From an optimization exercise on the open Yosys and OpenROAD flow, aimed at small area and a short achievable clock period; shortcuts taken in it are not production practice.
In this exercise RTL edits were held to simulation tests only and were not proved equivalent to the original.

==> inputs of job 8057 <==
Design wide_alu, start of the top module:
module wide_alu
    (
     input logic                              clk_i,
     input logic                              rst_ni,
     input logic                              trigger_i,
     input logic                              clear_err_i,
     input logic [63:0]                       op_a_i,
     input logic [63:0]                       op_b_i,
     output logic [127:0]                     result_o,
     input logic                              deaccel_factor_we_i,
     input logic [7:0]                        deaccel_factor_i,
     output logic [7:0]                       deaccel_factor_o,
     input logic                              op_sel_we_i,
     input logic [2:0]                        op_sel_i,
     output logic [2:0]                       op_sel_o,
     output logic [1:0]                       status_o
     );
export LEC_CHECK = 0
export CAP_MARGIN = 30
export CORE_MARGIN = 2
export CORE_UTILIZATION = 55
export SETUP_SLACK_MARGIN = 5
export SLEW_MARGIN = 30
export SYNTH_HIERARCHICAL = 1
export TNS_END_PERCENT = 0
create_clock -name core_clock -period 12.5 [get_ports {clk_i}]
standard.sh (not shown) runs the stock make flow with config.mk's settings and CLKGATE_MAP_FILE= SYNTH_SCRIPT=/design/flow/synth_recipe.tcl, a recipe that flattens the netlist after the stock synthesis.
==> flow/flow/run.sh <==
#!/bin/bash
export BUFFER_PORTS_ARGS="-buffer_cell sky130_fd_sc_hd__buf_2"
bash standard.sh > standard.log 2>&1
==> job 6666 (differences from job 8057) <==
==> flow/config.mk (replaced) <==
export PLATFORM = sky130hd
export DESIGN_NAME = wide_alu
export DESIGN_NICKNAME = wide_alu
export VERILOG_FILES = /design/flow/design.v
export SDC_FILE = /design/flow/constraint.sdc
export NUM_CORES = 4
export LEC_CHECK = 0
export CAP_MARGIN = 30
export CORE_MARGIN = 2
export CORE_UTILIZATION = 65
export SETUP_SLACK_MARGIN = 4
export SLEW_MARGIN = 30
export SYNTH_HIERARCHICAL = 1
export TNS_END_PERCENT = 0
==> job 9987 (differences from job 8057) <==
--- a/flow/design.v
+++ b/flow/design.v
@@ -5896,21 +5896,26 @@
             3'd3:    lgc = op_a_i ^ op_b_i;
             3'd4:    lgc = op_a_i & op_b_i;
             3'd5:    lgc = op_a_i | op_b_i;
             default: lgc = 64'd0;
         endcase
     end
     wire [63:0] lg = lgc & {64{load}};
-    assign result_d[31:0]   = ({32{ld_mul}} & p1_q[31:0]) | ({32{ld_as}} & t[31:0]) |
-                              lg[31:0] | ({32{hold}} & result_q[31:0]);
-    assign result_d[63:32]  = ({32{ld_mul}} & t[31:0]) | ({32{ld_as}} & t[63:32]) |
-                              lg[63:32] | ({32{hold}} & result_q[63:32]);
-    assign result_d[64]     = (ld_mul & t[32]) | (ld_as & (t[64] ^ sub)) | (hold & result_q[64]);
-    assign result_d[127:65] = ({63{ld_mul}} & t[95:33]) | ({63{ld_sx & ~t[64]}}) |
-                              ({63{hold}} & result_q[127:65]);
+    wire         borrow = (op_b_i > op_a_i);
+    wire [127:0] early = {{63{ld_sx & borrow}}, 1'b0, lg} | ({128{hold}} & result_q);
+    wire [127:0] ta, tb;    
+    wire [127:0] ea, eb;
+    assign ta = {t[95:33], t[32], t[31:0], t[31:0]};
+    assign ea = {{63{ld_mul}}, ld_mul, {32{ld_mul}}, {32{ld_as}}};
+    assign tb = {63'd0, t[64] ^ sub, t[63:32], p1_q[31:0]};
+    assign eb = {63'd0, ld_as, {32{ld_as}}, {32{ld_mul}}};
+    for (genvar i = 0; i < 128; i++) begin : g_res
+        wide_alu_ao221 u_res (.a1(ta[i]), .a2(ea[i]), .b1(tb[i]), .b2(eb[i]), .c1(early[i]),
+                              .y(result_d[i]));
+    end
     always_ff @(posedge clk_i, negedge rst_ni) begin
         if (!rst_ni) begin
             op_sel_q         <= 3'd0;
             deaccel_factor_q <= 8'd1;
             result_q         <= '0;
             state_q          <= 2'd0;
             delay_cntr_q     <= '0;
@@ -5985,7 +5990,11 @@
 endmodule
 module wide_alu_nand2 (input logic a, input logic b, output logic y);
     assign y = ~(a & b);
 endmodule
 module wide_alu_nor2 (input logic a, input logic b, output logic y);
     assign y = ~(a | b);
 endmodule
+module wide_alu_ao221 (input logic a1, input logic a2, input logic b1, input logic b2,
+                       input logic c1, output logic y);
+    assign y = (a1 & a2) | (b1 & b2) | c1;
+endmodule
==> flow/config.mk (replaced) <==
export PLATFORM = sky130hd
export DESIGN_NAME = wide_alu
export DESIGN_NICKNAME = wide_alu
export VERILOG_FILES = /design/flow/design.v
export SDC_FILE = /design/flow/constraint.sdc
export NUM_CORES = 4
export LEC_CHECK = 0
export CAP_MARGIN = 30
export CORE_MARGIN = 2
export CORE_UTILIZATION = 55
export SETUP_SLACK_MARGIN = 4
export SLEW_MARGIN = 30
export SYNTH_HIERARCHICAL = 1
export TNS_END_PERCENT = 0
==> flow_summary.toml <==
[synthesis]
ranking_of_synthesized_cells_by_area = "sky130_fd_sc_hd__fa_1 (35%), sky130_fd_sc_hd__xnor2_1 (17%), sky130_fd_sc_hd__o22ai_1 (12%), sky130_fd_sc_hd__dfrtp_1 (6.5%), sky130_fd_sc_hd__ha_1 (6.4%)"
synth_xor_xnor_area_share_pct = 18.2
synth_area_sq_mm = 0.0572
avgSynthCellArea_sq_um = 9.85
postSynthCellCount = 5811
compound_gate_fraction_of_synth_area_pct = 21.0
simple_logic_cell_fraction_of_the_synthesized_area_pct = 5.18
synth_cell_types = 52

[placed_design]
place_congestion = 1.10

[grt]
maximum_number_of_pins_on_one_net_before_global_route_repair = 257

[floorplan]
die_width_um = 301
initial_cell_density_of_the_core_pct = 65.8

[run_status]
lastStage = "5_1_grt"
status = "stopped before the end"
error_message = "[ERROR GRT-0116] Global routing finished with congestion. Check the congestion regions in the DRC Viewer."
Source of the figures above: job 6666

==> flow_summary.toml <==
[synthesis]
compound_gate_fraction_of_synth_area_pct = 21.3
synth_area_sq_mm = 0.0588
synth_xor_xnor_area_share_pct = 17.8
postSynthCellCount = 5871
simple_logic_cell_fraction_of_the_synthesized_area_pct = 4.56
avgSynthCellArea_sq_um = 10.0
ranking_of_synthesized_cells_by_area = "sky130_fd_sc_hd__fa_1 (34%), sky130_fd_sc_hd__xnor2_1 (17%), sky130_fd_sc_hd__o22ai_1 (11%), sky130_fd_sc_hd__ha_1 (7.6%), sky130_fd_sc_hd__dfrtp_1 (6.3%)"

[layout]
signal_buffer_area_fraction_pct = 10.1

[run_status]
status = "no timing/DRC/antenna violations"

[floorplan]
die_width_um = 331
initial_cell_density_of_the_core_pct = 55.6

[placed_design]
place_congestion = 1.06

[grt]
maximum_number_of_pins_on_one_net_before_global_route_repair = 94
Source of the figures above: job 9987

==> flow_summary.toml <==
[synthesis]
post_synth_most_frequent_cells = "sky130_fd_sc_hd__xnor2_1 (1137), sky130_fd_sc_hd__o22ai_1 (1054), sky130_fd_sc_hd__fa_1 (1013)"
synth_cell_types = 52
avgSynthCellArea_sq_um = 9.85
ranking_of_synthesized_cells_by_area = "sky130_fd_sc_hd__fa_1 (35%), sky130_fd_sc_hd__xnor2_1 (17%), sky130_fd_sc_hd__o22ai_1 (12%), sky130_fd_sc_hd__dfrtp_1 (6.5%), sky130_fd_sc_hd__ha_1 (6.4%)"
synth_xor_xnor_area_share_pct = 18.2
simple_logic_cell_fraction_of_the_synthesized_area_pct = 5.18
postSynthCellCount = 5811
synth_area_sq_mm = 0.0572
compound_gate_fraction_of_synth_area_pct = 21.0

[clocking]
cts_htree_levels = 1

[layout]
numSequentialCells = 245

[floorplan]
die_width_um = 327

[grt]
maximum_number_of_pins_on_one_net_before_global_route_repair = 257
grt_busiest_layer = "met2"

[placed_design]
place_congestion = 1.09

[run_status]
status = "no timing/DRC/antenna violations"
Source of the figures above: job 8057

==> separate check: timing with driven ports <==
No port has a modelled driver above. Below, the same layouts with a new extraction and two added sets of constraints.
Step 1, drivers: a clkbuf_16 drives clk_i and a buf_2 each remaining input, both assumed.
Step 2 also shifts input and output timing later by t, the mid clock arrival at the registers, as if the neighbouring blocks saw the same clock.
Three values: ideal ports, drivers, drivers and shift; two values: the first two.
run	t, ns	setup WS [ns]	hold WS [ns]	worst setup path at the end	worst slew at a driven data input, ns
job 8057	0.633	3.254 / 3.179 / 2.546	0.475 / 0.475 / 0.475	input to register	0.17
job 9987	0.729	3.582 / 3.542 / 2.813	0.445 / 0.445 / 0.445	input to register	0.21
After both steps every run listed still meets setup and hold. For job 9987, which loses most, drivers alone change the setup slack by -0.040 ns; drivers and shift together by -0.769 ns.
